Background: an optimization exercise with open tools, aiming at small area. Do not read the settings as production practice.
Only simulation tests tie the RTL to the original design; equivalence was not proved.
Power is estimated from default activity; no workload was simulated.

==> flow/config.mk <==
export PLATFORM = sky130hd
export DESIGN_NAME = breadboard
export DESIGN_NICKNAME = breadboard
export VERILOG_FILES = /design/flow/design.v
export SDC_FILE = /design/flow/constraint.sdc
export NUM_CORES = 4
export LEC_CHECK = 0
export CAP_MARGIN = 20
export CORE_MARGIN = 2
export CORE_UTILIZATION = 40
export SLEW_MARGIN = 20
export SYNTH_HIERARCHICAL = 1
==> flow/design.v <==
module g_nand2(input logic a, input logic b, output logic y);
  assign y = ~(a & b);
endmodule
module g_nor2(input logic a, input logic b, output logic y);
  assign y = ~(a | b);
endmodule
module g_xor2(input logic a, input logic b, output logic y);
  assign y = a ^ b;
endmodule
module g_xnor2(input logic a, input logic b, output logic y);
  assign y = ~(a ^ b);
endmodule
module g_oai21(input logic a1, input logic a2, input logic b1, output logic y);
  assign y = ~((a1 | a2) & b1);
endmodule
module cell_p(input logic xn, input logic yn, input logic c, input logic sel,
              output logic nco, output logic m);
  logic g, p, h, u;
  g_nor2  u_g(.a(xn), .b(yn), .y(g));             
  g_nand2 u_p(.a(xn), .b(yn), .y(p));             
  g_oai21 u_c(.a1(c), .a2(g), .b1(p), .y(nco));   
  g_xnor2 u_h(.a(yn), .b(c), .y(h));              
  g_nand2 u_u(.a(sel), .b(h), .y(u));
  g_xor2  u_m(.a(xn), .b(u), .y(m));              
endmodule
module cell_n(input logic x, input logic y, input logic nc, input logic sel,
              output logic co, output logic mn);
  logic gn, pn, h, u;
  g_nand2 u_g(.a(x), .b(y), .y(gn));              
  g_nor2  u_p(.a(x), .b(y), .y(pn));              
  g_oai21 u_c(.a1(pn), .a2(nc), .b1(gn), .y(co));  
  g_xnor2 u_h(.a(y), .b(nc), .y(h));              
  g_nand2 u_u(.a(sel), .b(h), .y(u));
  g_xor2  u_m(.a(x), .b(u), .y(mn));              
endmodule
module col_x0(input logic a, input logic b, input logic [3:0] tn, output logic xn);
  assign xn = tn[{a, b}];
endmodule
module col_y(input logic a, input logic a1, input logic b, input logic c, input logic ma,
             input logic ms, input logic mc, input logic mnbn, output logic y);
  logic h1, h2;
  assign h1 = ~((ma & a) | (ms & a1));
  assign h2 = ~((mc & c) | (~b & ~mnbn));
  assign y  = ~(h1 & h2);
endmodule
module col_yn(input logic a, input logic a1, input logic b, input logic c, input logic ma,
              input logic ms, input logic mc, input logic mnbn, output logic yn);
  logic q1, q2, q3;
  g_a22o u_1(.a1(ma), .a2(a), .b1(ms), .b2(a1), .y(q1));
  g_a21o u_2(.a1(mc), .a2(c), .b1(q1), .y(q2));
  g_nor2 u_3(.a(mnbn), .b(b), .y(q3));             
  g_nor2 u_4(.a(q2), .b(q3), .y(yn));
endmodule
module g_a22o(input logic a1, input logic a2, input logic b1, input logic b2, output logic y);
  assign y = (a1 & a2) | (b1 & b2);
endmodule
module g_a21o(input logic a1, input logic a2, input logic b1, output logic y);
  assign y = (a1 & a2) | b1;
endmodule
module row_sel_p(input logic m, input logic b, input logic dz, input logic co, output logic sel);
  assign sel = (m & b) | (dz & co);
endmodule
module out_d(input logic q, input logic r, input logic qs, input logic rs, output logic d);
  assign d = (qs & q) | (rs & r);
endmodule
module g_maj3(input logic a, input logic b, input logic c, output logic y);
  assign y = (a & b) | (c & (a | b));
endmodule
module breadboard(input logic clk, input logic reset, input logic [31:0] A, input logic [31:0] B,
                  input logic [3:0] opcode, output logic [31:0] C, output logic ERR_out);
  logic op_hold, op_add, op_sub, op_mul, op_quo, op_rem, op_div, op_shl, op_shr;
  assign op_hold = opcode == 4'h0;
  assign op_add  = opcode == 4'h1;
  assign op_sub  = opcode == 4'h2;
  assign op_mul  = opcode == 4'h3;
  assign op_quo  = opcode == 4'h4;
  assign op_rem  = opcode == 4'h5;
  assign op_div  = op_quo | op_rem;
  assign op_shl  = opcode == 4'hD;
  assign op_shr  = opcode == 4'hE;
  logic op_ass;   
  assign op_ass  = op_add | op_sub | op_shl | op_hold | op_shr;
  logic [3:0] tt, tn;   
  always_comb begin
    case (opcode)
      4'h2, 4'h4, 4'h5, 4'hD: tt = 4'b1100;  
      4'h1: tt = 4'b1010;   
      4'h6: tt = 4'b1000;   
      4'h7: tt = 4'b1110;   
      4'h8: tt = 4'b0110;   
      4'h9: tt = 4'b0101;   
      4'hA: tt = 4'b0111;   
      4'hB: tt = 4'b0001;   
      4'hC: tt = 4'b1001;   
      default: tt = 4'b0000;
    endcase
  end
  assign tn = ~tt;
  logic [31:0] x0n;
  genvar k, i;
  generate
    for (i = 0; i < 32; i++) begin : g_x0
      col_x0 u(.a(A[i]), .b(B[i]), .tn(tn), .xn(x0n[i]));
    end
  endgenerate
  logic [31:0] A_hi;
  assign A_hi = {1'b0, A[31:1]};
  logic [31:0] Yv;
  logic cin, y_a, y_nb, y_c, y_s;
  assign y_a  = op_mul | op_add | op_shl;
  assign y_nb = op_div | op_sub;
  assign y_c  = op_hold;
  assign y_s  = op_shr;
  assign cin  = y_nb;
  generate
    for (i = 0; i < 32; i++) begin : g_y
      if (i % 2 == 0) begin : g_e
        col_yn u(.a(A[i]), .a1(A_hi[i]), .b(B[i]), .c(C[i]), .ma(y_a), .ms(y_s), .mc(y_c),
                 .mnbn(~y_nb), .yn(Yv[i]));
      end else begin : g_o
        col_y  u(.a(A[i]), .a1(A_hi[i]), .b(B[i]), .c(C[i]), .ma(y_a), .ms(y_s), .mc(y_c),
                 .mnbn(~y_nb), .y(Yv[i]));
      end
    end
  endgenerate
  logic [31:0] dz;
  assign dz[0] = op_div;
  generate
    for (k = 1; k < 32; k++) begin : g_dz
      assign dz[k] = dz[k-1] & ~B[32-k];
    end
  endgenerate
  logic [31:0] r [0:32];
  logic [31:0] sel;
  assign r[32] = x0n;
  generate
    for (k = 31; k >= 0; k--) begin : g_row
      localparam int W = 32 - k;
      logic [W:0] c;      
      assign c[0] = cin;
      for (i = 0; i < W; i++) begin : g_bit
        if (i % 2 == 0) begin : g_e
          cell_p u(.xn(r[k+1][k+i]), .yn(Yv[i]), .c(c[i]), .sel(sel[k]), .nco(c[i+1]), .m(r[k][k+i]));
        end else begin : g_o
          cell_n u(.x(r[k+1][k+i]), .y(Yv[i]), .nc(c[i]), .sel(sel[k]), .co(c[i+1]), .mn(r[k][k+i]));
        end
      end
      if (W % 2 == 0) begin : g_ce
        if (k == 0) begin : g_last
          row_sel_p u_sel(.m(op_mul | op_ass), .b(B[k] | op_ass), .dz(dz[k]), .co(c[W]), .sel(sel[k]));
        end else begin : g_mid
          row_sel_p u_sel(.m(op_mul), .b(B[k]), .dz(dz[k]), .co(c[W]), .sel(sel[k]));
        end
      end else begin : g_co
        logic co;
        g_nor2 u_co(.a(~dz[k]), .b(c[W]), .y(co));      
        g_a21o u_sel(.a1(op_mul), .a2(B[k]), .b1(co), .y(sel[k]));
      end
      if (k > 0) begin : g_low
        assign r[k][k-1:0] = r[k+1][k-1:0];
      end
    end
  endgenerate
  logic [31:0] d;
  logic q_s, r_s;
  assign q_s = op_quo & ~reset;
  assign r_s = ~op_quo & ~reset;
  generate
    for (i = 0; i < 32; i++) begin : g_d
      if (i % 2 == 0) begin : g_e
        out_d  u(.q(sel[i]), .r(r[0][i]), .qs(q_s), .rs(r_s), .d(d[i]));
      end else begin : g_o
        logic rs;
        g_nor2 u_r(.a(~r_s), .b(r[0][i]), .y(rs));
        g_a21o u(.a1(q_s), .a2(sel[i]), .b1(rs), .y(d[i]));
      end
    end
  endgenerate
  logic [32:0] ec;
  assign ec[0] = 1'b0;
  generate
    for (i = 0; i < 32; i++) begin : g_err
      g_maj3 u(.a(A[i]), .b(B[i]), .c(ec[i]), .y(ec[i+1]));
    end
  endgenerate
  always_ff @(posedge clk) begin
    C <= d;
    ERR_out <= ec[32];
  end
endmodule
==> flow/run.sh <==
#!/bin/bash
# synth_recipe.tcl (not shown) runs the flow's synth.tcl, then flattens the netlist and writes it again
# the make line also repeats each setting of config.mk as NAME=value (left out here)
make -C /OpenROAD-flow-scripts/flow DESIGN_CONFIG=/design/flow/config.mk WORK_HOME=/design/flow/orfs CLKGATE_MAP_FILE= SYNTH_SCRIPT=/design/flow/synth_recipe.tcl finish
==> flow/constraint.sdc <==
create_clock -name core_clock -period 150.0 [get_ports {clk}]
set_input_delay 30.0000 -clock core_clock [delete_from_list [all_inputs] [get_ports {clk}]]
set_output_delay 30.0000 -clock core_clock [all_outputs]
set_load 0.01 [all_outputs]
==> results of run 1 <==
==> state kept, by name, summed over array words and instances, names as in the netlist <==
register,cells
C,32
ERR_out,1
==> modules after synthesis (local to each module, per instance), a selection <==
module / cells inside / flops+latches
breadboard: 146 / 33
col_x0: 1 / 0
col_y: 3 / 0
g_a21o: 1 / 0
g_a22o: 1 / 0
g_maj3: 1 / 0
g_nand2: 1 / 0
g_nor2: 1 / 0
g_oai21: 1 / 0
g_xnor2: 1 / 0
g_xor2: 1 / 0
out_d: 1 / 0
row_sel_p: 1 / 0
==> metrics by stage <==
step	hold slack, ns	TNS (ns)	util, %
after global placement	0.935	0	45.5
after CTS	0.988	0	45.8
after global routing	1.10	-7.51	47.6
after detailed placement	0.957	0	45.5
final	1.00	0	47.6
after floorplan	0.940	0	-
==> cells in the final DEF (no fill, tap or decap), types with 32 or more instances in the layout <==
cell type	Yosys	final
nand2_1	1081	1081
nor2_1	608	590
xnor2_1	528	528
xor2_1	528	496
o21ai_1	528	425
buf_4	0	110
o21ai_2	0	103
clkdlybuf4s50_1	0	102
a21o_1	49	38
a22o_1	48	37
dfxtp_1	33	33
maj3_2	32	32
xor2_2	0	32
mux4_2	32	32
==> logic make-up after synthesis <==
family                   after synthesis
AND/OR/NAND/NOR                     1747
other                                  1
XOR/XNOR                            1056
adder cells (fa/ha/maj)               37
AO/OA/AOI/OAI                        669
flip-flops                            33
buffers and inverters                 11
multiplexers                          32
==> area by class of cell <==
cell class | count | area, sq um | share of cell area [%]
sequential | 33 | 661 | 2.59
tap | 696 | 871 | 3.41
timing repair buffer | 223 | 2040 | 7.97
multi-input combinational | 3546 | 21800 | 85.4
inverter | 4 | 15.0 | 0.0588
clock buffer | 8 | 136 | 0.534
==> what timing repair did <==
item,CTS,global route
gates resized for setup,0,191
setup endpoints to repair,0,32
setup buffers,0,13
==> per-layer routing <==
layer	up-vias	global-route usage (%)	wire [um]
met5	-	0	0
met4	0	4.95	1440
met3	79	1.91	3810
met2	596	41.9	32800
met1	10690	33.6	33500
li1	12203	-	-
==> results.yml, run 1 <==
run_status:
  status: "no timing/DRC/antenna violations"
sta:
  hold_violations: 0
  slew_viol_final: 0
  finalCritPeriodShare_pct: 92.1
  worst_slack_ns: 11.79
  slew_headroom_pct: 8.74
  setup_violations: 0
  tightestPinTransition_ns: 1.36
  finClkSkew_ns: 0.00589
  post-route-min-period_ns: 138.21
  fmax_mhz: 7.24
synth:
  ys_seq_elements: 33
  synthMuxAreaShare_pct: 3.34
  syn_avg_cell_area_sq_um: 6.01
  synth_warnings: 9
  synth_edf_count: 0
  synth.yosys.seq_area_share_pct: 3.06
  async_flop_share_pct: 0
  netlist.area_leader.share_pct: 21.4
  synth_top_family_by_area: "XOR/XNOR gates"
  synth_fa_ha_area_share_pct: 1.96
  synth-compound-area-share_pct: 17.4
  netlist_top_cells_area: "xnor2_1 (21%), xor2_1 (21%), nand2_1 (19%)"
  synth_xor_area_share_pct: 42.9
  synthSimpleGateAreaFrac_pct: 31.2
  synth_flop_cell: "dfxtp_1"
  syn_area_sq_um: 21600
  yosysUniqueCellTypes: 40
  synth_top_area_cell: "xnor2_1"
  synth_most_common_cell: "nand2_1"
  yosys-top-cells-count: "nand2_1 (1081), nor2_1 (608), o21ai_1 (528), xnor2_1 (528), xor2_1 (528)"
  synthCells: 3586
die:
  fp.dieH_um: 236
  rows: 85
  pin_count: 103
  die-area_sq_um: 55800
  coreArea_sq_um: 53600
  start_util_pct: 40.2
  die_w_um: 236
pwr:
  pwr-share-clk_pct: 5.4
  p_comb_share_pct: 88.2
  pg_seq_mw: 0.0131
  peakVddDrop_mv: 0.00455
  internal_power_mw: 0.0886
  clock_net_power_mw: 0.0110
  total_power_mw: 0.204
  switching_share_pct: 56.5
  power_frac_seq_pct: 6.4
  power.switching_mw: 0.115
  cellPowerDensity_nw_per_um2: 7.98
  power-top-group: "combinational logic"
  leakage_nw: 8.19
  powerComb_mw: 0.180
critical_path:
  reg2reg_from: "C[0]"
  cp-end-kind: "flip-flop"
  critical_path.endpoint: "C[3]"
  cp_slowest_cell: "clkdlybuf4s50_1"
  startpoint_type: "input pin"
  reg2reg_to: "C[3]"
  cp.arrival_ns: 138.40
  r2r_cells: 651
  slowest_delay_ns: 0.58
  reg2reg_slack_ns: 42.98
  path_buf_inv: 9
  critical-path-top-delay-family: "compound AO/OA/AOI/OAI gates"
  crit_fanout: 32
  cp.required_ns: 150.19
  path_class: "input pin to flip-flop"
  worst_path_most_repeated_cell: "o21ai_1"
  crit_cells: 658
  critPathLaunch: "opcode[1]"
cells_and_area:
  antenna_cells: 0
  drive_above_1_share_pct: 9.94
  final_area_sq_um: 25500
  fillerInstances: 5694
  final_nets: 3888
  synthToLayoutAreaGrowth_pct: 18.4
  final_cells: 4510
drt:
  drc_errors: 0
  ant_nets: 0
  vias_per_cell: 5.23
  drt-initial-drc-count: 1622
  vias: 23568
  wl_um: 71500
  dr.pass1.iters: 6
  drt-wirelength-per-cell_um: 15.9
worst_hold_path:
  hp-class: "flip-flop to flip-flop"
  worstHoldStart: "C[31]"
  whs_path_depth: 7
  whs_endpoint: "C[31]"
placed_design:
  place_area_sq_um: 24400
  dpl.cell_count: 4484
  place_hpwl_um: 53500
  place.gp.congestion: 0.919
  port_buffers: 102
  preCtsSetupSlack_ns: 0.594
clocking:
  numCtsBuffers: 5
  clkTransAtPathRegs_ns: 0.06
  htree_levels: 2
  cts_buffer_depth: 2
  hold_buffers: 0
  clock_latency_ns: 0.29
  tritoncts: "yes"
  cts.sinks: 33
  root_buffer: "clkbuf_16"
global_route:
  grt_pass1_vias: 20767
  grt_pass1_wl_um: 113000
  grt_max_degree: 80
  grtUsageTotal_pct: 24.5
  grt-ovfl-total: 0
  grt_antenna_before_repair: 1
run:
  cap_violations: 0
==> run 2: changes to the inputs <==
==> flow/flow/run.sh (new file) <==
#!/bin/bash
# Standard layout, with the timing repair limited to resizing and buffering
# (no pin swaps, no gate cloning).
cp standard.sh standard_sh.txt
export SKIP_PIN_SWAP=1
export SKIP_GATE_CLONING=1
bash standard.sh > standard.log 2>&1
==> flow/standard.sh (new file) <==
#!/bin/bash
# synth_recipe.tcl (not shown) runs the flow's synth.tcl, then flattens the netlist and writes it again
# the make line also repeats each setting of config.mk as NAME=value (left out here)
make -C /OpenROAD-flow-scripts/flow DESIGN_CONFIG=/design/flow/config.mk WORK_HOME=/design/flow/orfs CLKGATE_MAP_FILE= SYNTH_SCRIPT=/design/flow/synth_recipe.tcl "${@:-finish}"
removed: flow/run.sh
==> run 2 against run 1 <==
Maximum frequency about the same. Clock power hardly changed. First-iteration DRC count is 8.3% higher. Register-to-register slack improved by 0.09 ns. Still clean on timing, DRC and antenna. Die area did not move. Largest power group unchanged. Routed wire length shrank 0.65%. Worst hold slack got worse by 0.0032 ns. Via count down 0.50%. Combinational power hardly changed. Core utilization is 0.11 points lower. Critical endpoint unchanged. Non-clock buffer count increased by 1.
==> results.yml, run 2 <==
critical_path:
  crit_fanout: 32
  cp.arrival_ns: 138.38
  cp_slowest_cell: "mux4_2"
  path_class: "input pin to flip-flop"
  critical-path-top-delay-family: "compound AO/OA/AOI/OAI gates"
  slowest_delay_ns: 0.57
  startpoint_type: "input pin"
  critPathLaunch: "opcode[0]"
  cp.required_ns: 150.19
  path_buf_inv: 9
  reg2reg_slack_ns: 43.07
  critical_path.endpoint: "C[3]"
  worst_path_most_repeated_cell: "o21ai_1"
  cp-end-kind: "flip-flop"
  crit_cells: 657
  r2r_cells: 651
  reg2reg_from: "C[0]"
  reg2reg_to: "C[3]"
run_status:
  status: "no timing/DRC/antenna violations"
synth:
  async_flop_share_pct: 0
  synth.yosys.seq_area_share_pct: 3.06
  ys_seq_elements: 33
  synthMuxAreaShare_pct: 3.34
  netlist.area_leader.share_pct: 21.4
  syn_area_sq_um: 21600
  synth_flop_cell: "dfxtp_1"
  synth_xor_area_share_pct: 42.9
  netlist_top_cells_area: "xnor2_1 (21%), xor2_1 (21%), nand2_1 (19%)"
  syn_avg_cell_area_sq_um: 6.01
  synth_most_common_cell: "nand2_1"
  yosysUniqueCellTypes: 40
  synth-compound-area-share_pct: 17.4
  synth_fa_ha_area_share_pct: 1.96
  synth_warnings: 9
  synth_top_family_by_area: "XOR/XNOR gates"
  yosys-top-cells-count: "nand2_1 (1081), nor2_1 (608), o21ai_1 (528), xnor2_1 (528), xor2_1 (528)"
  synth_edf_count: 0
  synthCells: 3586
  synthSimpleGateAreaFrac_pct: 31.2
  synth_top_area_cell: "xnor2_1"
pwr:
  p_comb_share_pct: 88.1
  cellPowerDensity_nw_per_um2: 7.98
  power.switching_mw: 0.115
  internal_power_mw: 0.0885
  power_frac_seq_pct: 6.4
  powerComb_mw: 0.179
  power-top-group: "combinational logic"
  total_power_mw: 0.203
  leakage_nw: 8.17
  pwr-share-clk_pct: 5.4
  pg_seq_mw: 0.0131
  peakVddDrop_mv: 0.00457
  clock_net_power_mw: 0.0111
  switching_share_pct: 56.5
clocking:
  cts.sinks: 33
  clkTransAtPathRegs_ns: 0.07
  root_buffer: "clkbuf_16"
  tritoncts: "yes"
  numCtsBuffers: 5
  clock_latency_ns: 0.29
  htree_levels: 2
  hold_buffers: 0
  cts_buffer_depth: 2
drt:
  wl_um: 71000
  drt-initial-drc-count: 1757
  vias: 23451
  vias_per_cell: 5.20
  drc_errors: 0
  dr.pass1.iters: 6
  ant_nets: 0
  drt-wirelength-per-cell_um: 15.8
global_route:
  grt_pass1_wl_um: 113000
  met2_usage_pct: 41.9
  grt-ovfl-total: 0
  grt.busiest_layer: "met2"
  grtUsageMet3_pct: 1.91
  grt_max_degree: 80
  grt_antenna_before_repair: 1
  grtUsageTotal_pct: 24.5
  use_met1_pct: 33.6
  grt_pass1_vias: 20767
cells_and_area:
  largest_register_ff_count: 32
  fillerInstances: 5686
  post-route-util_pct: 47.5
  final_nets: 3886
  synthToLayoutAreaGrowth_pct: 18.1
  largestRegisters: "C: 32 flops, ERR_out: 1 flops"
  antenna_cells: 0
  regMostFlops: "C"
  multi_input_area_sq_um: 21700
  final_cell_mix: "nand2_1 (1081), nor2_1 (591), xnor2_1 (528)"
  final_cells: 4508
  regArea_sq_um: 661
  layout_commonest_cell: "nand2_1"
  drive_above_1_share_pct: 9.68
run:
  cap_violations: 0
sta:
  hold_violations: 0
  finClkSkew_ns: 0.00799
  fmax_mhz: 7.24
  worst_slack_ns: 11.80
  finalCritPeriodShare_pct: 92.1
  tns_ns: 0
  setup_violations: 0
  slew_viol_final: 0
  tightestPinTransition_ns: 1.03
  post-route-min-period_ns: 138.20
  slew_headroom_pct: 31.1
die:
  coreArea_sq_um: 53600
  pin_count: 103
  start_util_pct: 40.2
  die_w_um: 236
  fp.dieH_um: 236
  rows: 85
  die-area_sq_um: 55800
worst_hold_path:
  hp-class: "flip-flop to flip-flop"
  worstHoldStart: "C[31]"
  whs_path_depth: 7
  whs_endpoint: "C[31]"
placed_design:
  dpl.cell_count: 4484
  place.gp.congestion: 0.919
  port_buffers: 102
  place_hpwl_um: 53500
  preCtsSetupSlack_ns: 0.594
[run 2: cell counts after synthesis]
No cell type changed its count.
[run 2: per-stage QoR]
stage                     hold WS, ns  instance area, sq um
after CTS                       0.988                 24500
after global placement          0.935                 24400
final                           0.998                 25500
after global routing             1.10                 25500
after floorplan                 0.940                 21600
after detailed placement        0.957                 24400
[run 2: modules after synthesis, one instance, submodules excluded, a selection]
module	area (sq um)	cells inside	times used	flip-flops and latches
out_d	8.76	1	16	0
g_xor2	8.76	1	528	0
g_a22o	8.76	1	16	0
g_a21o	7.51	1	48	0
breadboard	1330	146	1	33
g_nor2	3.75	1	592	0
col_y	18.8	3	16	0
g_nand2	3.75	1	1056	0
[run 2: cell families after synthesis]
family | count (synthesis)
other | 1
xor gates and xnor gates | 1056
muxes | 32
DFF | 33
adders and majority gates | 37
and+or+nand+nor | 1747
AOI/OAI and AO/OA | 669
buffers and inverters | 11
[run 2: final cells by class]
class                           instances  share of cell area, %
Multi-Input combinational cell       3543                   85.4
Timing Repair Buffer                  224                   8.04
Tap cell                              696                   3.42
Sequential cell                        33                   2.59
Clock buffer                            8                  0.535
Inverter                                4                 0.0589
[run 2: metal layers]
| metal | wire length (um) | vias up | share of wire, % |
|---|---|---|---|
| li1 | - | 12188 | - |
| met1 | 33100 | 10588 | 47 |
| met2 | 32800 | 598 | 46 |
| met3 | 3830 | 77 | 5.4 |
| met4 | 1390 | 0 | 2.0 |
| met5 | 0 | - | 0 |
[run 2: repair_timing]
| item | in CTS | in global routing |
|---|---|---|
| resized for setup | 0 | 183 |
| setup endpoints to repair | 0 | 32 |
| buffers inserted | 0 | 15 |
==> run 3: changes to the inputs <==
==> flow/flow/run.sh (replaced) <==
#!/bin/bash
# Standard layout, with the timing repair limited to resizing and buffering
# (no pin swaps, no gate cloning), single-drive port buffers, and downsizing
# of gates off the critical paths after global routing.
export SKIP_PIN_SWAP=1
export SKIP_GATE_CLONING=1
export BUFFER_PORTS_ARGS="-buffer_cell sky130_fd_sc_hd__buf_1"
export RECOVER_POWER=100
bash standard.sh > standard.log 2>&1
==> run 3 against run 2 <==
Still clean. Register-to-register slack worse by 0.35 ns. Worst setup slack improved by 0.082 ns. Sequential share of layout area is 0.092 points higher. Clock power rose by 16%. Routed wire length shrank 1.4%. Largest cell class unchanged. Largest power group unchanged.
==> results.yml, run 3 <==
critical_path:
  worst_path_most_repeated_cell: "o21ai_1"
  critical-path-top-delay-family: "compound AO/OA/AOI/OAI gates"
  r2r_cells: 654
  cp.required_ns: 150.15
  reg2reg_from: "C[0]"
  cp.arrival_ns: 138.27
  cp_slowest_cell: "ha_1"
  critical_path.endpoint: "C[7]"
  crit_cells: 661
  crit_fanout: 32
  critPathLaunch: "opcode[1]"
  path_buf_inv: 14
  cp-end-kind: "flip-flop"
  startpoint_type: "input pin"
  reg2reg_slack_ns: 42.72
  reg2reg_to: "C[7]"
  slowest_delay_ns: 0.31
  path_class: "input pin to flip-flop"
global_route:
  grt_antenna_before_repair: 1
  grt_pass1_wl_um: 112000
  grt.busiest_layer: "met2"
  grtUsageMet3_pct: 1.71
  grt-ovfl-total: 0
  use_met1_pct: 33.4
  grtUsageTotal_pct: 24.4
  met2_usage_pct: 41.8
  grt_max_degree: 63
  grt_pass1_vias: 20709
sta:
  finClkSkew_ns: 0.00373
  slew_headroom_pct: 40.5
  finalCritPeriodShare_pct: 92.1
  post-route-min-period_ns: 138.12
  slew_viol_final: 0
  tightestPinTransition_ns: 0.890
  hold_violations: 0
  setup_violations: 0
  tns_ns: 0
  fmax_mhz: 7.24
synth:
  synthCells: 3586
  synth_top_area_cell: "xnor2_1"
  yosys-top-cells-count: "nand2_1 (1081), nor2_1 (608), o21ai_1 (528), xnor2_1 (528), xor2_1 (528)"
  yosysUniqueCellTypes: 40
  synth_xor_area_share_pct: 42.9
  ys_seq_elements: 33
  synth_most_common_cell: "nand2_1"
  synth_warnings: 9
  async_flop_share_pct: 0
  synth.yosys.seq_area_share_pct: 3.06
  syn_avg_cell_area_sq_um: 6.01
  netlist.area_leader.share_pct: 21.4
  synth_flop_cell: "dfxtp_1"
  synth_top_family_by_area: "XOR/XNOR gates"
  synth_fa_ha_area_share_pct: 1.96
  synthSimpleGateAreaFrac_pct: 31.2
  synth_edf_count: 0
  netlist_top_cells_area: "xnor2_1 (21%), xor2_1 (21%), nand2_1 (19%)"
  syn_area_sq_um: 21600
  synth-compound-area-share_pct: 17.4
  synthMuxAreaShare_pct: 3.34
cells_and_area:
  regMostFlops: "C"
  post-route-util_pct: 45.9
  largest_register_ff_count: 32
  drive_above_1_share_pct: 8.52
  antenna_cells: 0
  final_area_sq_um: 24600
  final_cell_mix: "nand2_1 (1081), nor2_1 (591), xnor2_1 (528)"
  synthToLayoutAreaGrowth_pct: 14.1
  final_nets: 3863
  largestRegisters: "C: 32 flops, ERR_out: 1 flops"
  layout_commonest_cell: "nand2_1"
drt:
  ant_nets: 0
  wl_um: 70100
  vias: 23339
  vias_per_cell: 5.20
  dr.pass1.iters: 6
  drc_errors: 0
  drt-wirelength-per-cell_um: 15.6
  drt-initial-drc-count: 1689
clocking:
  tritoncts: "yes"
  hold_buffers: 0
  cts.sinks: 33
  root_buffer: "clkbuf_16"
  clock_latency_ns: 0.28
  cts_buffer_depth: 2
  numCtsBuffers: 5
  clkTransAtPathRegs_ns: 0.06
  htree_levels: 2
die:
  rows: 85
  pin_count: 103
  coreArea_sq_um: 53600
  die-area_sq_um: 55800
  start_util_pct: 40.2
  fp.dieH_um: 236
  die_w_um: 236
pwr:
  cellPowerDensity_nw_per_um2: 8.02
  switching_share_pct: 57.1
  internal_power_mw: 0.0846
  leakage_nw: 7.78
  power-top-group: "combinational logic"
  p_comb_share_pct: 86.8
  power_frac_seq_pct: 6.7
  pg_seq_mw: 0.0132
  total_power_mw: 0.197
  powerComb_mw: 0.171
  peakVddDrop_mv: 0.00529
  pwr-share-clk_pct: 6.5
  clock_net_power_mw: 0.0129
  power.switching_mw: 0.113
worst_hold_path:
  hp-class: "flip-flop to flip-flop"
  whs_path_depth: 7
  whs_endpoint: "C[31]"
  worstHoldStart: "C[31]"
placed_design:
  place_area_sq_um: 23600
  port_buffers: 102
  place.gp.congestion: 0.917
  place_hpwl_um: 52900
run:
  cap_violations: 0
run_status:
  status: "no timing/DRC/antenna violations"
==> run 3: cells by family after synthesis <==
group	Yosys count
flops	33
other cells	1
xor+xnor	1056
mux	32
buf+inv	11
fa+ha+maj	37
compound gates	669
simple gates	1747
==> run 3: per-layer routing <==
metal	share of wire (%)	vias up
met5	0.027	-
met4	2.3	2
met3	5.3	86
met2	45	612
met1	47	10517
li1	-	12122
==> run 3: cell type report <==
class / count / area (sq um)
Clock buffer: 7 / 143
Clock inverter: 1 / 30.0
Fill cell: 5744 / 29000
Inverter: 4 / 15.0
Multi-Input combinational cell: 3543 / 21600
Sequential cell: 33 / 661
Tap cell: 696 / 871
Timing Repair Buffer: 201 / 1230
==> run 3: stage by stage <==
stage	setup slack, ns	std cells	hold WS (ns)
2_1_floorplan	5.85	3587	0.940
3_3_place_gp	5.10	4465	0.965
3_5_place_dp	4.31	4465	0.956
4_1_cts	4.07	4473	0.978
5_1_grt	-0.252	4485	1.10
6_report	11.89	4485	0.984
==> run 3: per-module statistics from Yosys, one instance, submodules excluded, a selection <==
| module | copies in the design | cell area (sq um) | cells | flops+latches |
|---|---|---|---|---|
| g_nor2 | 592 | 3.75 | 1 | 0 |
| row_sel_p | 16 | 8.76 | 1 | 0 |
| g_nand2 | 1056 | 3.75 | 1 | 0 |
| g_a22o | 16 | 8.76 | 1 | 0 |
| breadboard | 1 | 1330 | 146 | 33 |
| g_maj3 | 32 | 11.3 | 1 | 0 |
| col_x0 | 32 | 22.5 | 1 | 0 |
| out_d | 16 | 8.76 | 1 | 0 |
| g_a21o | 48 | 7.51 | 1 | 0 |
==> run 3: what timing repair did <==
| item | CTS | global route |
|---|---|---|
| resized for setup | 0 | 160 |
| setup endpoints to repair | 0 | 32 |
| buffers inserted | 0 | 11 |
==> run 4: changes to the inputs <==
--- a/flow/design.v
+++ b/flow/design.v
@@ -24,4 +24,13 @@
   g_xor2  u_m(.a(xn), .b(u), .y(m));              
 endmodule
+module cell_p0(input logic xn, input logic yn, input logic c, input logic h, input logic sel,
+               output logic nco, output logic m);
+  logic g, p, u;
+  g_nor2  u_g(.a(xn), .b(yn), .y(g));             
+  g_nand2 u_p(.a(xn), .b(yn), .y(p));             
+  g_oai21 u_c(.a1(c), .a2(g), .b1(p), .y(nco));   
+  g_nand2 u_u(.a(sel), .b(h), .y(u));
+  g_xor2  u_m(.a(xn), .b(u), .y(m));              
+endmodule
 module cell_n(input logic x, input logic y, input logic nc, input logic sel,
               output logic co, output logic mn);
@@ -33,4 +42,14 @@
   g_nand2 u_u(.a(sel), .b(h), .y(u));
   g_xor2  u_m(.a(x), .b(u), .y(mn));              
+endmodule
+module cell_nt(input logic x, input logic y, input logic nc, input logic sel,
+               output logic co, output logic m);
+  logic gn, pn, h, u;
+  g_nand2 u_g(.a(x), .b(y), .y(gn));              
+  g_nor2  u_p(.a(x), .b(y), .y(pn));              
+  g_oai21 u_c(.a1(pn), .a2(nc), .b1(gn), .y(co));  
+  g_xnor2 u_h(.a(y), .b(nc), .y(h));              
+  g_nand2 u_u(.a(sel), .b(h), .y(u));
+  g_xnor2 u_m(.a(x), .b(u), .y(m));               
 endmodule
 module col_x0(input logic a, input logic b, input logic [3:0] tn, output logic xn);
@@ -132,4 +151,6 @@
   endgenerate
   logic [31:0] r [0:32];
+  logic h0;   
+  g_xnor2 u_h0(.a(Yv[0]), .b(cin), .y(h0));
   logic [31:0] sel;
   assign r[32] = x0n;
@@ -140,8 +161,12 @@
       assign c[0] = cin;
       for (i = 0; i < W; i++) begin : g_bit
-        if (i % 2 == 0) begin : g_e
+        if (i == 0) begin : g_0
+          cell_p0 u(.xn(r[k+1][k+i]), .yn(Yv[i]), .c(c[i]), .h(h0), .sel(sel[k]), .nco(c[i+1]), .m(r[k][k+i]));
+        end else if (i % 2 == 0) begin : g_e
           cell_p u(.xn(r[k+1][k+i]), .yn(Yv[i]), .c(c[i]), .sel(sel[k]), .nco(c[i+1]), .m(r[k][k+i]));
-        end else begin : g_o
+        end else if (k > 0) begin : g_o
           cell_n u(.x(r[k+1][k+i]), .y(Yv[i]), .nc(c[i]), .sel(sel[k]), .co(c[i+1]), .mn(r[k][k+i]));
+        end else begin : g_ot
+          cell_nt u(.x(r[k+1][k+i]), .y(Yv[i]), .nc(c[i]), .sel(sel[k]), .co(c[i+1]), .m(r[k][k+i]));
         end
       end
@@ -168,11 +193,5 @@
   generate
     for (i = 0; i < 32; i++) begin : g_d
-      if (i % 2 == 0) begin : g_e
-        out_d  u(.q(sel[i]), .r(r[0][i]), .qs(q_s), .rs(r_s), .d(d[i]));
-      end else begin : g_o
-        logic rs;
-        g_nor2 u_r(.a(~r_s), .b(r[0][i]), .y(rs));
-        g_a21o u(.a1(q_s), .a2(sel[i]), .b1(rs), .y(d[i]));
-      end
+      out_d u(.q(sel[i]), .r(r[0][i]), .qs(q_s), .rs(r_s), .d(d[i]));
     end
   endgenerate
==> flow/flow/run.sh (replaced) <==
#!/bin/bash
export SKIP_PIN_SWAP=1
export SKIP_GATE_CLONING=1
export BUFFER_PORTS_ARGS="-buffer_cell sky130_fd_sc_hd__buf_1"
export SETUP_SLACK_MARGIN=-5
bash standard.sh > standard.log 2>&1
==> run 4 against run 3 <==
Still clean on timing, DRC and antenna. Synthesized cell count shrank 1.3%. Global-route usage grew 0.21 points. First-iteration DRC count grew 7.9%. Worst hold slack gained 0.014 ns. Register-to-register slack lost 3.8 ns. Worst setup slack lost 3.9 ns. Flip-flop and latch count is the same. Non-clock buffer count shrank 24. Clock power shrank 14%. Cell count shrank 1.8%. Via count shrank 1.3%. Critical endpoint is now C[27].
==> results.yml, run 4 <==
run_status:
  status: "no timing/DRC/antenna violations"
pwr:
  switching_share_pct: 57.8
  total_power_mw: 0.190
  power-top-group: "combinational logic"
  clock_net_power_mw: 0.0111
  power.switching_mw: 0.110
  powerComb_mw: 0.166
  internal_power_mw: 0.0801
  pg_seq_mw: 0.0129
  cellPowerDensity_nw_per_um2: 8.06
  leakage_nw: 7.28
  p_comb_share_pct: 87.3
  power_frac_seq_pct: 6.8
  pwr-share-clk_pct: 5.8
  peakVddDrop_mv: 0.00444
sta:
  slew_viol_final: 0
  hold_violations: 0
  slew_headroom_pct: 32.0
  fmax_mhz: 7.04
  tns_ns: 0
  setup_violations: 0
  post-route-min-period_ns: 142.01
  worst_slack_ns: 7.99
  tightestPinTransition_ns: 1.02
  finalCritPeriodShare_pct: 94.7
  finClkSkew_ns: 0.00830
synth:
  synthCells: 3538
  synth_warnings: 9
  synth_flop_cell: "dfxtp_1"
  netlist_top_cells_area: "xnor2_1 (21%), xor2_1 (21%), nand2_1 (19%)"
  syn_area_sq_um: 21300
  synth_edf_count: 0
  syn_avg_cell_area_sq_um: 6.01
  async_flop_share_pct: 0
  netlist.area_leader.share_pct: 21.1
  synth_most_common_cell: "nand2_1"
  synth.yosys.seq_area_share_pct: 3.11
  yosys-top-cells-count: "nand2_1 (1081), nor2_1 (592), o21ai_1 (528)"
  ys_seq_elements: 33
  yosysUniqueCellTypes: 41
  synth_top_area_cell: "xnor2_1"
drt:
  drt-initial-drc-count: 1823
  drc_errors: 0
  vias: 23026
  vias_per_cell: 5.23
  wl_um: 69700
  drt-wirelength-per-cell_um: 15.8
  ant_nets: 0
  dr.pass1.iters: 6
placed_design:
  preCtsSetupSlack_ns: 2.68
  place_area_sq_um: 23100
  place_hpwl_um: 52400
  place.gp.congestion: 0.887
  port_buffers: 102
  dpl.cell_count: 4392
clocking:
  clock_latency_ns: 0.29
  cts.sinks: 33
  cts_buffer_depth: 2
  htree_levels: 2
  root_buffer: "clkbuf_16"
  clkTransAtPathRegs_ns: 0.06
  tritoncts: "yes"
  numCtsBuffers: 5
  hold_buffers: 0
critical_path:
  startpoint_type: "input pin"
  crit_fanout: 32
  reg2reg_to: "C[27]"
  reg2reg_from: "C[0]"
  cp_slowest_cell: "mux4_2"
  critical_path.endpoint: "C[27]"
  r2r_cells: 649
  cp-end-kind: "flip-flop"
  crit_cells: 655
  reg2reg_slack_ns: 38.88
  cp.required_ns: 150.23
  cp.arrival_ns: 142.24
  path_class: "input pin to flip-flop"
  path_buf_inv: 9
  worst_path_most_repeated_cell: "o21ai_1"
  slowest_delay_ns: 0.54
  critPathLaunch: "opcode[0]"
  critical-path-top-delay-family: "compound AO/OA/AOI/OAI gates"
cells_and_area:
  regMostFlops: "C"
  largestRegisters: "C: 32 flops, ERR_out: 1 flops"
  final_area_sq_um: 23500
  final_cell_mix: "nand2_1 (1081), nor2_1 (577), o21ai_1 (526)"
  final_nets: 3791
  layout_commonest_cell: "nand2_1"
  drive_above_1_share_pct: 5.46
  final_cells: 4405
  largest_register_ff_count: 32
  synthToLayoutAreaGrowth_pct: 10.7
global_route:
  grt-ovfl-total: 0
  grt_max_degree: 94
  grt_pass1_vias: 19822
  grt_antenna_before_repair: 1
  grt_pass1_wl_um: 109000
  grtUsageTotal_pct: 24.6
die:
  coreArea_sq_um: 52600
  start_util_pct: 40.4
  fp.dieH_um: 234
  die_w_um: 234
  die-area_sq_um: 55000
  rows: 84
  pin_count: 103
worst_hold_path:
  whs_endpoint: "C[31]"
  whs_path_depth: 6
  hp-class: "flip-flop to flip-flop"
  worstHoldStart: "C[31]"
run:
  cap_violations: 0
-- run 4: cell types whose count changed in the layout (fill, tap and decap cells not counted), sizes merged, moves of 3 or more --
cell,delta
a21o,-16
a22o,+16
buf,-21
clkbuf,-3
nor2,-16
xnor2,-15
xor2,-16
-- run 4: logic make-up (layout without fill, tap and decap cells) --
kind of cell / Yosys count / count (layout) / synth area share (%)
AND/OR/NAND/NOR: 1731 / 1731 / 31.4
XOR/XNOR: 1025 / 1025 / 42.2
AO/OA/AOI/OAI: 669 / 669 / 17.7
adder cells (fa/ha/maj): 37 / 37 / 1.99
flip-flops: 33 / 33 / 3.11
multiplexers: 32 / 32 / 3.39
buffers and inverters: 10 / 187 / 0.177
other: 1 / 3 / 0.0176
-- run 4: area by class of cell --
cell class	instances	area (sq um)
diodes	1	2.50
well taps	688	861
inverters	3	11.3
clock buffers	7	143
flip-flops and latches	33	661
fillers	5636	29000
multi-input cells	3496	20900
repair buffers	177	993
-- run 4: modules after synthesis, one instance, submodules excluded, excerpt --
module / cells inside / area [sq um]
breadboard: 145 / 1320
col_x0: 1 / 22.5
col_y: 3 / 18.8
g_a21o: 1 / 7.51
g_maj3: 1 / 11.3
g_oai21: 1 / 5.00
g_xnor2: 1 / 8.76
g_xor2: 1 / 8.76
-- run 4: metrics by stage --
step / util (%) / hold slack, ns
after floorplan: - / 0.926
after global placement: 44.0 / 0.954
after detailed placement: 44.0 / 0.968
after CTS: 44.3 / 0.988
after global routing: 44.8 / 1.06
final: 44.8 / 0.999
-- run 4: layer usage --
layer	global-route usage (%)	part of all wire (%)	up-vias
li1	-	-	11977
met1	35.6	49	10464
met2	40.0	44	529
met3	1.93	5.6	54
met4	4.11	1.5	2
met5	0	0.014	-
-- run 4: timing repair --
| action | 4_1_cts | 5_1_grt |
|---|---|---|
| resized for setup | 0 | 48 |
| setup buffers | 0 | 8 |
| setup endpoints to repair | 0 | 32 |
==> run 5: changes to the inputs <==
==> flow/flow/run.sh (replaced) <==
#!/bin/bash
export SKIP_PIN_SWAP=1
export SKIP_GATE_CLONING=1
export BUFFER_PORTS_ARGS="-buffer_cell sky130_fd_sc_hd__buf_1"
export SETUP_SLACK_MARGIN=-6
bash standard.sh > standard.log 2>&1
--- a/flow/config.mk
+++ b/flow/config.mk
@@ -6,7 +6,7 @@
 export NUM_CORES = 4
 export LEC_CHECK = 0
-export CAP_MARGIN = 20
+export CAP_MARGIN = 5
 export CORE_MARGIN = 2
 export CORE_UTILIZATION = 40
-export SLEW_MARGIN = 20
+export SLEW_MARGIN = 5
 export SYNTH_HIERARCHICAL = 1
==> run 5 against run 4 <==
Register-to-register slack lost 0.86 ns. Total power is 0.22% lower. Routed wire length decreased by 0.45%. Via count is essentially flat. Critical endpoint is now C[26]. Largest cell class unchanged.
==> results.yml, run 5 <==
run_status:
  status: "no timing/DRC/antenna violations"
die:
  die_w_um: 234
  start_util_pct: 40.4
  pin_count: 103
  rows: 84
  coreArea_sq_um: 52600
  fp.dieH_um: 234
  die-area_sq_um: 55000
synth:
  netlist.area_leader.share_pct: 21.1
  yosysUniqueCellTypes: 41
  ys_seq_elements: 33
  netlist_top_cells_area: "xnor2_1 (21%), xor2_1 (21%), nand2_1 (19%)"
  synth_flop_cell: "dfxtp_1"
  synth_most_common_cell: "nand2_1"
  yosys-top-cells-count: "nand2_1 (1081), nor2_1 (592), o21ai_1 (528)"
  async_flop_share_pct: 0
  synth.yosys.seq_area_share_pct: 3.11
  synth_warnings: 9
  syn_area_sq_um: 21300
  synthCells: 3538
  synth_edf_count: 0
  synth_top_area_cell: "xnor2_1"
  syn_avg_cell_area_sq_um: 6.01
critical_path:
  reg2reg_from: "C[0]"
  critical-path-top-delay-family: "compound AO/OA/AOI/OAI gates"
  path_class: "input pin to flip-flop"
  reg2reg_slack_ns: 38.02
  r2r_cells: 650
  critical_path.endpoint: "C[26]"
  crit_cells: 656
  startpoint_type: "input pin"
  reg2reg_to: "C[26]"
  cp_slowest_cell: "mux4_2"
  path_buf_inv: 10
  cp-end-kind: "flip-flop"
  worst_path_most_repeated_cell: "o21ai_1"
  critPathLaunch: "opcode[0]"
  crit_fanout: 32
  cp.arrival_ns: 143.03
  cp.required_ns: 150.18
  slowest_delay_ns: 0.54
pwr:
  cellPowerDensity_nw_per_um2: 8.08
  switching_share_pct: 57.8
  leakage_nw: 7.25
  internal_power_mw: 0.0799
  power-top-group: "combinational logic"
  power_frac_seq_pct: 6.8
  clock_net_power_mw: 0.0111
  pwr-share-clk_pct: 5.9
  p_comb_share_pct: 87.3
  peakVddDrop_mv: 0.00445
  power.switching_mw: 0.109
  powerComb_mw: 0.165
  pg_seq_mw: 0.0129
drt:
  wl_met3_um: 4050
  dr.pass1.iters: 5
  maxUsedRoutingLayer: "met5"
  wl_um: 69400
  wirelength_met1_um: 33900
  drc_errors: 0
  vias: 23014
  ant_nets: 0
  drt-initial-drc-count: 1835
  wl_met2_um: 30400
  vias_per_cell: 5.23
  drt-wirelength-per-cell_um: 15.8
sta:
  hold_violations: 0
  slew_viol_final: 0
  slew_headroom_pct: 32.5
  fin_hold_ws_ns: 1.00
  finClkSkew_ns: 0.00758
  post-route-min-period_ns: 142.85
  fmax_mhz: 7.00
  setup_violations: 0
  tightestPinTransition_ns: 1.01
  finalCritPeriodShare_pct: 95.2
clocking:
  root_buffer: "clkbuf_16"
  cts_buffer_depth: 2
  htree_levels: 2
  clkTransAtPathRegs_ns: 0.06
  tritoncts: "yes"
  numCtsBuffers: 5
  clock_latency_ns: 0.29
  cts.sinks: 33
cells_and_area:
  post-route-util_pct: 44.6
  drive_above_1_share_pct: 5.22
  largest_register_ff_count: 32
  final_cells: 4403
  largestRegisters: "C: 32 flops, ERR_out: 1 flops"
  regMostFlops: "C"
  final_cell_mix: "nand2_1 (1081), nor2_1 (577), o21ai_1 (527)"
  layout_commonest_cell: "nand2_1"
  final_nets: 3789
  synthToLayoutAreaGrowth_pct: 10.3
  final_area_sq_um: 23400
global_route:
  grt_pass1_vias: 19822
  grtUsageTotal_pct: 24.6
  grt_pass1_wl_um: 109000
  grt_max_degree: 94
  grt_antenna_before_repair: 1
  grt-ovfl-total: 0
placed_design:
  place_hpwl_um: 52400
  place.gp.congestion: 0.887
  port_buffers: 102
  dpl.cell_count: 4392
  place_area_sq_um: 23100
worst_hold_path:
  worstHoldStart: "C[31]"
  hp-class: "flip-flop to flip-flop"
  whs_path_depth: 6
  whs_endpoint: "C[31]"
run:
  cap_violations: 0
run 5: final cells by class:
cell class	count	area [sq um]
timing repair buffer	175	958
fill	5647	29100
antenna	1	2.50
clock buffer	7	143
tap	688	861
inverter	3	11.3
sequential	33	661
multi-input combinational	3496	20800
run 5: routing by layer:
metal | vias to the layer above | track usage, %
met3 | 54 | 1.93
li1 | 11978 | -
met5 | - | 0
met4 | 2 | 4.11
met2 | 579 | 40.0
met1 | 10401 | 35.6
run 5: per-module statistics from Yosys (local to each module, per instance), excerpt:
| module | copies in the design | cells inside | flops+latches |
|---|---|---|---|
| row_sel_p | 16 | 1 | 0 |
| breadboard | 1 | 145 | 33 |
| g_maj3 | 32 | 1 | 0 |
| col_y | 16 | 3 | 0 |
| g_xor2 | 512 | 1 | 0 |
| out_d | 32 | 1 | 0 |
| g_nor2 | 576 | 1 | 0 |
run 5: kinds of logic after synthesis:
kind of cell | synth area share [%]
flops | 3.11
simple gates | 31.4
mux | 3.39
other cells | 0.0176
compound gates | 17.7
fa+ha+maj | 1.99
xor+xnor | 42.2
buf+inv | 0.177
run 5: per-stage QoR:
step / power, mW / setup TNS (ns) / setup slack [ns]
after floorplan: 0.146 / 0 / 5.07
after global placement: 0.175 / 0 / 3.56
after detailed placement: 0.176 / 0 / 2.68
after CTS: 0.188 / 0 / 2.58
after global routing: 0.209 / -192.61 / -6.12
final: 0.189 / 0 / 7.15
run 5: repair_timing:
action | CTS | global route
hold buffers | 0 | 0
endpoints found under the setup margin | 0 | 32
setup buffers | 0 | 5
gates resized for setup | 0 | 37
==> run 6: changes to the inputs <==
--- a/flow/config.mk
+++ b/flow/config.mk
@@ -9,4 +9,5 @@
 export CORE_MARGIN = 2
 export CORE_UTILIZATION = 40
+export CTS_BUF_LIST = sky130_fd_sc_hd__clkbuf_8
 export SLEW_MARGIN = 5
 export SYNTH_HIERARCHICAL = 1
==> run 6 against run 5 <==
Design area decreased by 0.23%. Via count decreased by 0.21%. Clock skew increased by 0.0025 ns. Die area unchanged. Flip-flop and latch count unchanged. Critical endpoint unchanged. Largest power group unchanged.
==> results.yml, run 6 <==
critical_path:
  reg2reg_to: "C[26]"
  r2r_cells: 650
  path_buf_inv: 10
  slowest_delay_ns: 0.54
  reg2reg_from: "C[0]"
  cp-end-kind: "flip-flop"
  critical-path-top-delay-family: "compound AO/OA/AOI/OAI gates"
  critPathLaunch: "opcode[0]"
  startpoint_type: "input pin"
  cp.required_ns: 150.19
  path_class: "input pin to flip-flop"
  critical_path.endpoint: "C[26]"
  crit_cells: 656
  crit_fanout: 32
  reg2reg_slack_ns: 37.85
  worst_path_most_repeated_cell: "o21ai_1"
  cp.arrival_ns: 143.20
  cp_slowest_cell: "mux4_2"
sta:
  fmax_mhz: 6.99
  fin_hold_ws_ns: 1.01
  finalCritPeriodShare_pct: 95.3
  setup_violations: 0
  slew_viol_final: 0
  slew_headroom_pct: 32.4
  tightestPinTransition_ns: 1.01
  finClkSkew_ns: 0.0101
  hold_violations: 0
  post-route-min-period_ns: 143.00
  tns_ns: 0
pwr:
  switching_share_pct: 58.7
  power.switching_mw: 0.109
  power-top-group: "combinational logic"
  clock_net_power_mw: 0.00785
  pg_seq_mw: 0.0129
  p_comb_share_pct: 88.8
  leakage_nw: 7.23
  power_frac_seq_pct: 6.9
  internal_power_mw: 0.0769
  peakVddDrop_mv: 0.00383
  cellPowerDensity_nw_per_um2: 7.96
  pwr-share-clk_pct: 4.2
  powerComb_mw: 0.165
cells_and_area:
  drive_above_1_share_pct: 5.22
  final_cells: 4404
  final_cell_mix: "nand2_1 (1081), nor2_1 (577), o21ai_1 (527)"
  synthToLayoutAreaGrowth_pct: 10.0
  largest_register_ff_count: 32
  post-route-util_pct: 44.5
  largestRegisters: "C: 32 flops, ERR_out: 1 flops"
  regMostFlops: "C"
  final_nets: 3789
  layout_commonest_cell: "nand2_1"
synth:
  syn_avg_cell_area_sq_um: 6.01
  synth.yosys.seq_area_share_pct: 3.11
  async_flop_share_pct: 0
  synth_fa_ha_area_share_pct: 1.99
  synth_most_common_cell: "nand2_1"
  synth_edf_count: 0
  synth_top_family_by_area: "XOR/XNOR gates"
  syn_area_sq_um: 21300
  synth_top_area_cell: "xnor2_1"
  yosys-top-cells-count: "nand2_1 (1081), nor2_1 (592), o21ai_1 (528)"
  synth-compound-area-share_pct: 17.7
  synthCells: 3538
  synthSimpleGateAreaFrac_pct: 31.4
  synth_flop_cell: "dfxtp_1"
  synth_warnings: 9
  netlist.area_leader.share_pct: 21.1
  netlist_top_cells_area: "xnor2_1 (21%), xor2_1 (21%), nand2_1 (19%)"
  ys_seq_elements: 33
  synth_xor_area_share_pct: 42.2
  yosysUniqueCellTypes: 41
  synthMuxAreaShare_pct: 3.39
worst_hold_path:
  hp-class: "flip-flop to flip-flop"
  whs_path_depth: 6
  worstHoldStart: "C[31]"
  whs_endpoint: "C[31]"
clocking:
  root_buffer: "clkbuf_8"
  hold_buffers: 0
  numCtsBuffers: 5
  tritoncts: "yes"
  clkTransAtPathRegs_ns: 0.09
  clock_latency_ns: 0.30
  cts.sinks: 33
  htree_levels: 2
  cts_buffer_depth: 2
drt:
  dr.pass1.iters: 5
  ant_nets: 0
  drt-initial-drc-count: 1825
  drt-wirelength-per-cell_um: 15.8
  drc_errors: 0
  vias: 22966
  vias_per_cell: 5.21
  wl_um: 69500
global_route:
  grt_antenna_before_repair: 1
  grt-ovfl-total: 0
  grt_pass1_wl_um: 109000
  grt_max_degree: 94
  grtUsageTotal_pct: 24.6
  grt_pass1_vias: 19842
die:
  rows: 84
  die-area_sq_um: 55000
  pin_count: 103
  coreArea_sq_um: 52600
  fp.dieH_um: 234
  die_w_um: 234
  start_util_pct: 40.4
run_status:
  status: "no timing/DRC/antenna violations"
placed_design:
  place_hpwl_um: 52400
  port_buffers: 102
  place.gp.congestion: 0.887
  dpl.cell_count: 4392
run:
  cap_violations: 0
[run 6: per-layer routing]
layer	vias to the layer above	share of wire [%]	track usage, %
met2	567	44	40.0
met4	2	1.4	4.13
met1	10381	49	35.6
met3	44	5.8	1.96
li1	11972	-	-
met5	-	0.014	0
[run 6: repair_timing]
action,in CTS,in global routing
resized for setup,0,37
setup endpoints to repair,0,32
buffers inserted,0,5
[run 6: stage by stage]
step	setup WS, ns	cell area, sq um	power (mW)
4_1_cts	2.60	23200	0.185
2_1_floorplan	5.07	21300	0.146
6_report	7.00	23400	0.186
3_5_place_dp	2.68	23100	0.176
3_3_place_gp	3.56	23100	0.175
5_1_grt	-6.10	23400	0.206
[run 6: Yosys stat by module, one instance, submodules excluded, excerpt]
| module | area, sq um | cells | copies in the design | flops+latches |
|---|---|---|---|---|
| g_maj3 | 11.3 | 1 | 32 | 0 |
| g_nand2 | 3.75 | 1 | 1056 | 0 |
| g_oai21 | 5.00 | 1 | 528 | 0 |
| out_d | 8.76 | 1 | 32 | 0 |
| row_sel_p | 8.76 | 1 | 16 | 0 |
| g_xnor2 | 8.76 | 1 | 513 | 0 |
[run 6: cells by family after synthesis]
kind of cell,Yosys count
AOI/OAI and AO/OA,669
adders and majority gates,37
xor gates and xnor gates,1025
buffers and inverters,10
and+or+nand+nor,1731
DFF,33
muxes,32
other,1
[run 6: layout make-up]
type / instances / area [sq um]
Tap cell: 688 / 861
Multi-Input combinational cell: 3496 / 20800
Fill cell: 5654 / 29200
Clock inverter: 1 / 3.75
Inverter: 3 / 11.3
Clock buffer: 6 / 82.6
Sequential cell: 33 / 661
Timing Repair Buffer: 175 / 958
Antenna cell: 2 / 5.00
==> run 7: changes to the inputs <==
--- a/flow/config.mk
+++ b/flow/config.mk
@@ -8,5 +8,5 @@
 export CAP_MARGIN = 5
 export CORE_MARGIN = 2
-export CORE_UTILIZATION = 40
+export CORE_UTILIZATION = 50
 export CTS_BUF_LIST = sky130_fd_sc_hd__clkbuf_8
 export SLEW_MARGIN = 5
==> run 7 against run 6 <==
Die area down 20%. Combinational power up 3%. Routed wire length up 5.3%. Worst setup slack worse by 0.69 ns. Largest power group unchanged. Critical path depth down 4. Synthesized cell count unchanged. Non-clock buffer count down 2. Register-to-register slack worse by 0.72 ns. Total power up 3.4%.
==> results.yml, run 7 <==
run_status:
  status: "no timing/DRC/antenna violations"
global_route:
  grt_pass1_wl_um: 115000
  met2_usage_pct: 53.5
  grt.busiest_layer: "met2"
  grt_max_degree: 94
  grt_antenna_before_repair: 3
  use_met1_pct: 44.6
  grt_pass1_vias: 21439
  grt-ovfl-total: 0
  grtUsageTotal_pct: 32.2
  grtUsageMet3_pct: 2.89
cells_and_area:
  final_cells: 4252
  synthToLayoutAreaGrowth_pct: 10.4
  final_nets: 3787
  largest_register_ff_count: 32
  largestRegisters: "C: 32 flops, ERR_out: 1 flops"
  post-route-util_pct: 55.9
  regMostFlops: "C"
  antenna_cells: 0
  layout_commonest_cell: "nand2_1"
  fillerInstances: 4347
  final_cell_mix: "nand2_1 (1081), nor2_1 (576), o21ai_1 (519)"
  drive_above_1_share_pct: 5.98
critical_path:
  reg2reg_slack_ns: 37.13
  path_buf_inv: 5
  critPathLaunch: "opcode[0]"
  cp_slowest_cell: "mux4_2"
  reg2reg_from: "C[0]"
  critical-path-top-delay-family: "compound AO/OA/AOI/OAI gates"
  crit_fanout: 32
  r2r_cells: 646
  critical_path.endpoint: "C[26]"
  worst_path_most_repeated_cell: "o21ai_1"
  cp.arrival_ns: 143.93
  startpoint_type: "input pin"
  reg2reg_to: "C[26]"
  path_class: "input pin to flip-flop"
  crit_cells: 652
  cp.required_ns: 150.24
  slowest_delay_ns: 0.55
  cp-end-kind: "flip-flop"
sta:
  post-route-min-period_ns: 143.69
  finClkSkew_ns: 0.0112
  tightestPinTransition_ns: 1.22
  fmax_mhz: 6.96
  tns_ns: 0
  slew_headroom_pct: 18.4
  hold_violations: 0
  slew_viol_final: 0
  finalCritPeriodShare_pct: 95.8
  setup_violations: 0
synth:
  syn_avg_cell_area_sq_um: 6.01
  synth_warnings: 9
  synth_top_area_cell: "xnor2_1"
  netlist_top_cells_area: "xnor2_1 (21%), xor2_1 (21%), nand2_1 (19%)"
  synth.yosys.seq_area_share_pct: 3.11
  yosysUniqueCellTypes: 41
  syn_area_sq_um: 21300
  ys_seq_elements: 33
  netlist.area_leader.share_pct: 21.1
  async_flop_share_pct: 0
  synth_flop_cell: "dfxtp_1"
  synth_edf_count: 0
  synth_most_common_cell: "nand2_1"
  yosys-top-cells-count: "nand2_1 (1081), nor2_1 (592), o21ai_1 (528)"
  synthCells: 3538
placed_design:
  place_hpwl_um: 54200
  dpl.cell_count: 4237
  place.gp.congestion: 0.986
  port_buffers: 102
die:
  fp.dieH_um: 210
  pin_count: 103
  start_util_pct: 50.7
  rows: 75
  coreArea_sq_um: 41900
  die_w_um: 210
  die-area_sq_um: 44200
worst_hold_path:
  worstHoldStart: "C[0]"
  whs_path_depth: 7
  hp-class: "flip-flop to flip-flop"
  whs_endpoint: "C[31]"
pwr:
  pwr-share-clk_pct: 5.2
  peakVddDrop_mv: 0.00465
  power_frac_seq_pct: 6.7
  pg_seq_mw: 0.0128
  clock_net_power_mw: 0.0101
  powerComb_mw: 0.170
  power.switching_mw: 0.113
  internal_power_mw: 0.0793
  cellPowerDensity_nw_per_um2: 8.21
  power-top-group: "combinational logic"
  p_comb_share_pct: 88.1
  switching_share_pct: 58.8
  leakage_nw: 7.29
  total_power_mw: 0.192
drt:
  vias: 24037
  drt-initial-drc-count: 2145
  wl_um: 73100
  drc_errors: 0
  ant_nets: 0
  dr.pass1.iters: 6
  vias_per_cell: 5.65
  drt-wirelength-per-cell_um: 17.2
clocking:
  tritoncts: "yes"
  numCtsBuffers: 5
  htree_levels: 2
  cts.sinks: 33
  cts_buffer_depth: 2
  clock_latency_ns: 0.31
  root_buffer: "clkbuf_8"
  clkTransAtPathRegs_ns: 0.10
run:
  cap_violations: 0
-- run 7: stage by stage --
step | hold WS, ns | instance area, sq um | setup slack (ns)
floorplan | 0.926 | 21300 | 5.07
global placement | 0.999 | 22900 | 2.29
detailed placement | 1.02 | 22900 | -0.914
CTS | 1.04 | 23000 | -1.10
global route | 1.14 | 23500 | -6.07
finish | 1.06 | 23500 | 6.31
-- run 7: cells by family after synthesis --
group           count (synthesis)  share of synthesized area (%)
simple gates                 1731                           31.4
mux                            32                           3.39
compound gates                669                           17.7
other cells                     1                         0.0176
flops                          33                           3.11
fa+ha+maj                      37                           1.99
buf+inv                        10                          0.177
xor+xnor                     1025                           42.2
-- run 7: cell type report --
| class | count | area [sq um] | area share, % |
|---|---|---|---|
| clock buffer | 6 | 82.6 | 0.352 |
| clock inverter | 2 | 37.5 | 0.160 |
| inverter | 3 | 11.3 | 0.0480 |
| multi-input combinational | 3496 | 21000 | 89.5 |
| sequential | 33 | 661 | 2.82 |
| tap | 539 | 674 | 2.88 |
| timing repair buffer | 173 | 997 | 4.25 |
-- run 7: per-module statistics from Yosys, one instance, submodules excluded, a selection --
| module | flip-flops and latches | cell area (sq um) |
|---|---|---|
| breadboard | 33 | 1320 |
| row_sel_p | 0 | 8.76 |
| out_d | 0 | 8.76 |
| g_a21o | 0 | 7.51 |
| g_nand2 | 0 | 3.75 |
| g_maj3 | 0 | 11.3 |
| g_xor2 | 0 | 8.76 |
| col_y | 0 | 18.8 |
| col_x0 | 0 | 22.5 |
| g_oai21 | 0 | 5.00 |
| g_xnor2 | 0 | 8.76 |
| g_nor2 | 0 | 3.75 |
| g_a22o | 0 | 8.76 |
-- run 7: routing by layer --
layer | vias up | part of all wire [%] | routed length, um
met3 | 123 | 6.9 | 5040
met5 | - | 0.053 | 39
li1 | 11971 | - | -
met4 | 6 | 2.7 | 2010
met2 | 776 | 44 | 32500
met1 | 11161 | 46 | 33600
-- run 7: repair_timing --
action / CTS / global route
gates resized for setup: 0 / 74
setup buffers: 0 / 12
endpoints found under the hold margin: 0 / 0
endpoints found under the setup margin: 0 / 32
hold buffers: 0 / 0
==> run 8: changes to the inputs <==
--- a/flow/config.mk
+++ b/flow/config.mk
@@ -6,8 +6,8 @@
 export NUM_CORES = 4
 export LEC_CHECK = 0
-export CAP_MARGIN = 5
+export CAP_MARGIN = 20
 export CORE_MARGIN = 2
-export CORE_UTILIZATION = 50
+export CORE_UTILIZATION = 40
 export CTS_BUF_LIST = sky130_fd_sc_hd__clkbuf_8
-export SLEW_MARGIN = 5
+export SLEW_MARGIN = 20
 export SYNTH_HIERARCHICAL = 1
==> run 8 against run 7 <==
Via count decreased by 4.5%. Clock skew decreased by 0.0010 ns. Die area rose by 24%. Still clean on timing, DRC and antenna. Sequential power is essentially flat. Critical path type unchanged.
==> results.yml, run 8 <==
sta:
  worst_slack_ns: 7.00
  post-route-min-period_ns: 143.00
  slew_viol_final: 0
  hold_violations: 0
  finClkSkew_ns: 0.0101
  fmax_mhz: 6.99
  tns_ns: 0
  slew_headroom_pct: 32.4
  fin_hold_ws_ns: 1.01
  finalCritPeriodShare_pct: 95.3
  tightestPinTransition_ns: 1.01
  setup_violations: 0
placed_design:
  preCtsSetupSlack_ns: 2.68
  port_buffers: 102
  place_hpwl_um: 52400
  place.gp.congestion: 0.887
  place_area_sq_um: 23100
  dpl.cell_count: 4392
critical_path:
  startpoint_type: "input pin"
  crit_fanout: 32
  path_class: "input pin to flip-flop"
  reg2reg_from: "C[0]"
  cp.arrival_ns: 143.20
  cp.required_ns: 150.19
  reg2reg_slack_ns: 37.85
  path_buf_inv: 10
  critical-path-top-delay-family: "compound AO/OA/AOI/OAI gates"
  slowest_delay_ns: 0.54
  reg2reg_to: "C[26]"
  cp_slowest_cell: "mux4_2"
  worst_path_most_repeated_cell: "o21ai_1"
  r2r_cells: 650
  crit_cells: 656
  cp-end-kind: "flip-flop"
  critical_path.endpoint: "C[26]"
  critPathLaunch: "opcode[0]"
pwr:
  p_comb_share_pct: 88.8
  power_frac_seq_pct: 6.9
  power-top-group: "combinational logic"
  switching_share_pct: 58.7
  total_power_mw: 0.186
  cellPowerDensity_nw_per_um2: 7.96
  pg_seq_mw: 0.0129
  pwr-share-clk_pct: 4.2
  power.switching_mw: 0.109
  powerComb_mw: 0.165
  leakage_nw: 7.23
  clock_net_power_mw: 0.00785
  internal_power_mw: 0.0769
  peakVddDrop_mv: 0.00383
synth:
  synth_warnings: 9
  yosys-top-cells-count: "nand2_1 (1081), nor2_1 (592), o21ai_1 (528)"
  synth_edf_count: 0
  syn_avg_cell_area_sq_um: 6.01
  syn_area_sq_um: 21300
  yosysUniqueCellTypes: 41
  netlist_top_cells_area: "xnor2_1 (21%), xor2_1 (21%), nand2_1 (19%)"
  synthCells: 3538
  synth_top_area_cell: "xnor2_1"
  synth_most_common_cell: "nand2_1"
  ys_seq_elements: 33
  async_flop_share_pct: 0
  synth.yosys.seq_area_share_pct: 3.11
  netlist.area_leader.share_pct: 21.1
  synth_flop_cell: "dfxtp_1"
cells_and_area:
  regArea_sq_um: 661
  synthToLayoutAreaGrowth_pct: 10.0
  final_area_sq_um: 23400
  final_cell_mix: "nand2_1 (1081), nor2_1 (577), o21ai_1 (527)"
  largestRegisters: "C: 32 flops, ERR_out: 1 flops"
  largest_register_ff_count: 32
  fillerInstances: 5654
  final_nets: 3789
  post-route-util_pct: 44.5
  regMostFlops: "C"
  drive_above_1_share_pct: 5.22
  final_cells: 4404
  multi_input_area_sq_um: 20800
  layout_commonest_cell: "nand2_1"
worst_hold_path:
  hp-class: "flip-flop to flip-flop"
  whs_path_depth: 6
  whs_endpoint: "C[31]"
  worstHoldStart: "C[31]"
global_route:
  grt-ovfl-total: 0
  grt_max_degree: 94
  grtUsageTotal_pct: 24.6
  grt_pass1_vias: 19842
  grt_pass1_wl_um: 109000
  grt_antenna_before_repair: 1
die:
  rows: 84
  die_w_um: 234
  die-area_sq_um: 55000
  coreArea_sq_um: 52600
  start_util_pct: 40.4
  pin_count: 103
  fp.dieH_um: 234
clocking:
  clkTransAtPathRegs_ns: 0.09
  root_buffer: "clkbuf_8"
  clock_latency_ns: 0.30
  tritoncts: "yes"
  numCtsBuffers: 5
  htree_levels: 2
  cts_buffer_depth: 2
  cts.sinks: 33
  hold_buffers: 0
run_status:
  status: "no timing/DRC/antenna violations"
drt:
  vias: 22966
  dr.pass1.iters: 5
  wl_um: 69500
  ant_nets: 0
  vias_per_cell: 5.21
  drt-wirelength-per-cell_um: 15.8
  drc_errors: 0
  drt-initial-drc-count: 1825
run:
  cap_violations: 0
## run 8: modules after synthesis, one instance, submodules excluded, a selection
| module | cells inside | flip-flops and latches | cell area, sq um | times used |
|---|---|---|---|---|
| col_x0 | 1 | 0 | 22.5 | 32 |
| g_a22o | 1 | 0 | 8.76 | 16 |
| g_nand2 | 1 | 0 | 3.75 | 1056 |
| g_nor2 | 1 | 0 | 3.75 | 576 |
| g_xnor2 | 1 | 0 | 8.76 | 513 |
| g_xor2 | 1 | 0 | 8.76 | 512 |
| out_d | 1 | 0 | 8.76 | 32 |
## run 8: repair_timing
item                                    4_1_cts  5_1_grt
buffers inserted                              0        5
resized for setup                             0       37
endpoints found under the setup margin        0       32
## run 8: cells by family after synthesis
family	Yosys count	synth area share, %
XOR/XNOR	1025	42.2
AND/OR/NAND/NOR	1731	31.4
multiplexers	32	3.39
AO/OA/AOI/OAI	669	17.7
other	1	0.0176
adder cells (fa/ha/maj)	37	1.99
buffers and inverters	10	0.177
flip-flops	33	3.11
## run 8: area by class of cell
cell class	count	area share, %
multi-input combinational	3496	89.0
timing repair buffer	175	4.10
tap	688	3.68
sequential	33	2.83
clock buffer	6	0.353
inverter	3	0.0482
antenna	2	0.0214
clock inverter	1	0.0161
## run 8: routing by layer
layer  GRT usage [%]  wire, um  vias to the layer above
li1                -         -                    11972
met1            35.6     34000                    10381
met2            40.0     30400                      567
met3            1.96      4040                       44
met4            4.13       949                        2
met5               0        10                        -

## afterwards: timing with drivers on the ports
Ports are ideal in the flow. The routed layouts listed here were re-timed in OpenROAD. Step 1: set_driving_cell puts a clkbuf_16 on clk and a buf_2 on each other input, an assumption about the parent block. Step 2, shift: input delay + t, output delay - t, t = (earliest + latest rising clock arrival at the registers) / 2. This alone moves slack from input paths to output paths. Slacks: no drivers / after step 1 / after step 2; pairs: no drivers / after step 1.
run | t, ns | setup slack, ns | worst hold slack (ns) | worst setup path at the end | cell pins on the clock port's net
run 1 | 0.332 | 11.790 / 11.805 / 11.473 | 1.001 / 1.001 / 1.001 | input to register | 1
run 2 | 0.334 | 11.803 / 11.820 / 11.486 | 0.998 / 0.998 / 0.998 | input to register | 1
run 3 | 0.325 | 11.885 / 11.906 / 11.582 | 0.984 / 0.984 / 0.984 | input to register | 1
run 4 | 0.331 | 7.990 / 8.014 / 7.683 | 0.999 / 0.999 / 0.999 | input to register | 1
run 5 | 0.331 | 7.152 / 7.174 / 6.844 | 1.000 / 1.000 / 1.000 | input to register | 1
run 6 | 0.338 | 6.997 / 7.017 / 6.679 | 1.005 / 1.005 / 1.005 | input to register | 1
run 7 | 0.344 | 6.309 / 6.326 / 5.983 | 1.062 / 1.062 / 1.062 | input to register | 1
run 8 | 0.338 | 6.997 / 7.017 / 6.679 | 1.005 / 1.005 / 1.005 | input to register | 1
After both steps every run listed still meets setup and hold. For run 7, which loses most, drivers alone change the setup slack by +0.017 ns; drivers and shift together by -0.326 ns.
